This is an optimization exercise on Yosys and OpenROAD, whose aim is small area, a short achievable clock period and few clock cycles, not a production implementation. Only simulation tests tie the RTL to the original design; equivalence was not proved.

## run 1
Design alu32, start of the top module:
module alu32(clk,reset,start,a, b, aluop,out,done);
input wire clk;
input wire reset;
input wire start;
input [31:0] a;
input [31:0] b;
input [2:0] aluop;
output reg [31:0] out;
output wire done;
wire [31:0] modres;
wire sub = ~aluop[2];
wire [32:0] sum33 = {a, 1'b1} + {b ^ {32{sub}}, sub};
wire [31:0] sum = sum33[32:1];
mod op8(.clk(clk), .reset(reset), .start(start), .A(a), .B(b), .result(modres), .done(done));
always @(*) begin
    case (aluop)
        3'b000: out = a & b;
        3'b100: out = a | b;
        3'b010: out = a ^ b;
        3'b110: out = ~(a | b);
        3'b001: out = {31'b0, sum[31]};
        3'b101: out = sum;
        3'b011: out = sum;
        default: out = modres;
    endcase
end
endmodule
Size: roughly 2100 cells after synthesis, ~71 flip-flops, roughly 100 I/O pins, roughly 14000 um^2 of cells after synthesis.
export LEC_CHECK = 0
export ABC_AREA = 1
export CAP_MARGIN = 20
export CORE_MARGIN = 2
export CORE_UTILIZATION = 70
export CTS_BUF_LIST = sky130_fd_sc_hd__clkbuf_4 sky130_fd_sc_hd__clkbuf_8
export SLEW_MARGIN = 20
create_clock -name core_clock -period 23.0 [get_ports {clk}]
standard.sh (not shown) runs the stock make flow with config.mk's settings and CLKGATE_MAP_FILE= SYNTH_SCRIPT=/design/flow/synth_recipe.tcl, a recipe that flattens the netlist after the stock synthesis.
==> flow/flow/run.sh <==
#!/bin/bash
set -euo pipefail
bash standard.sh "BUFFER_PORTS_ARGS=-buffer_cell sky130_fd_sc_hd__buf_1" SETUP_SLACK_MARGIN=11 finish > standard.log 2>&1
Testbench counts of run 1, summed over its fixed seeds: cycles 4,027.
diff inputs: run 1 => run 2
Settings: CORE_UTILIZATION now 40, was 70; CTS_BUF_LIST no longer set, was sky130_fd_sc_hd__clkbuf_4 sky130_fd_sc_hd__clkbuf_8.
==> flow/flow/run.sh <==
#!/bin/bash
set -euo pipefail
bash standard.sh "BUFFER_PORTS_ARGS=-buffer_cell sky130_fd_sc_hd__buf_1" SETUP_SLACK_MARGIN=10.5 finish > standard.log 2>&1
## What came out
- Number of design-rule violations left by the first detailed-router iteration (run 2 over run 1): decrease, about 60%
- Comparing run 1 and run 2, sequential share of layout area is lower on run 1.
- Per the comparison of run 2 with run 1, routed wire length shows a reduction of 20%.
Edits applied to the flow inputs when going from run 2 to run 3:
Settings: CORE_UTILIZATION now 65, was 40; CTS_BUF_LIST now sky130_fd_sc_hd__clkbuf_4 sky130_fd_sc_hd__clkbuf_8, previously not set.
==> flow/flow/run.sh <==
#!/bin/bash
set -euo pipefail
bash standard.sh "BUFFER_PORTS_ARGS=-buffer_cell sky130_fd_sc_hd__buf_1" SETUP_SLACK_MARGIN=10.75 finish > standard.log 2>&1
## What came out
- Clock skew: run 3 vs run 2 up 4.0 ps
- Total negative slack for setup checks: run 3 vs run 2 identical
- Changes observed in run 3 relative to run 2: wire length -5.7%; wire length of the first global-routing pass -6.4%.
[inputs] run 4 vs run 3
Settings: CORE_UTILIZATION changed from 65 to 40; CTS_BUF_LIST removed (was sky130_fd_sc_hd__clkbuf_4 sky130_fd_sc_hd__clkbuf_8).
==> flow/flow/run.sh <==
#!/bin/bash
set -euo pipefail
bash standard.sh "BUFFER_PORTS_ARGS=-buffer_cell sky130_fd_sc_hd__buf_1" SETUP_SLACK_MARGIN=10 finish > standard.log 2>&1
Notes after the runs:
Delta (run 4 minus run 3): sequential share of layout area held; wire length of the first global-routing pass went up about 6%; storage element area held. Run 4 against run 3; weighted congestion reported at the end of routability-driven placement is down by a few percent. Run 4 did not stop at any stage, and its layout met the timing, DRC and antenna checks. Compared to run 3, run 4 has worst setup slack 530 ps lower.
The following lists how run 5 was set up differently from run 4:
Settings: swapping 40 for 65 in CORE_UTILIZATION; putting CTS_BUF_LIST at sky130_fd_sc_hd__clkbuf_4 sky130_fd_sc_hd__clkbuf_8 where nothing was set.
==> flow/flow/run.sh <==
#!/bin/bash
set -euo pipefail
bash standard.sh "BUFFER_PORTS_ARGS=-buffer_cell sky130_fd_sc_hd__buf_1" SETUP_SLACK_MARGIN=10.5 finish > standard.log 2>&1
Results
Run 5 ran to completion and came out clean on the timing, DRC and antenna checks. Run 5 — worst-case setup slack after placement 1050 ps higher, run 4 as reference. Compared with run 4, run 5 shows a via count of the routed design that is 3.7% higher. Compared with run 4, run 5 shows a minimum setup slack in the final design that is 330 ps higher. Compared run 5 vs run 4, and register-to-register slack is up in run 5. Number of multi-input combinational cells in the layout: run 4 vs run 5, no meaningful difference. Re async set-or-reset flop fraction in the synthesized netlist: no difference whatsoever between run 5 and run 4. Run 5: standard-cell row count 15 below run 4. Measured against each other, run 5 and run 4 differ in critical path depth, the higher figure coming from run 5.
What run 6 does differently from run 5 at the input level:
Settings: swapping 65 for 75 in CORE_UTILIZATION.
[summary]
Run 6 finished end to end and its layout was clean on timing, DRC and antenna.
Changes observed in run 6 relative to run 5: clock-pin slew on the worst setup and hold paths now sits at about the same level; post-layout minimum cycle time now sits lower; mean routed wirelength per cell now sits higher; signal arrival time at the worst endpoint now sits lower.
[run 6] total stage count of the critical path rose 100% relative to run 5
Run 6 ended up with a higher effective utilization at floorplan than run 5 did.
On maximum fanout along the worst path, the lower figure sits with run 5, not run 6.
In run 6 the final core area utilization turned out 9.5 points higher than in run 5.

## afterwards: timing with drivers on the ports
The results above use ideal ports. As a check the final layouts listed here were re-extracted and re-timed, cells and wires unchanged.
Step 1 assumes that a clkbuf_16 drives the clock port and a buf_2 every other input.
Step 2 times the ports against the registers' clock, not the clock port: input delays grow and output delays shrink by t, the midpoint of the rising clock arrivals with the driver on.
Three values: ideal ports, drivers, drivers and shift; two values: the first two.
run	shift t [ns]	setup slack, ns	hold slack, ns
run 1	0.410	9.020 / 8.978 / 9.389	0.745 / 0.745 / 0.745
run 2	0.380	10.496 / 10.475 / 10.475	0.661 / 0.661 / 0.661
run 3	0.408	10.854 / 10.830 / 10.830	0.669 / 0.669 / 0.669
run 4	0.381	10.326 / 10.303 / 10.303	0.664 / 0.664 / 0.664
run 5	0.399	10.653 / 10.630 / 10.630	0.657 / 0.657 / 0.657
run 6	0.399	10.679 / 10.645 / 10.682	0.675 / 0.675 / 0.675
After both steps setup and hold are still met in every run listed. For run 3, which loses most, drivers alone change the setup slack by -0.024 ns; drivers and shift together by -0.024 ns.
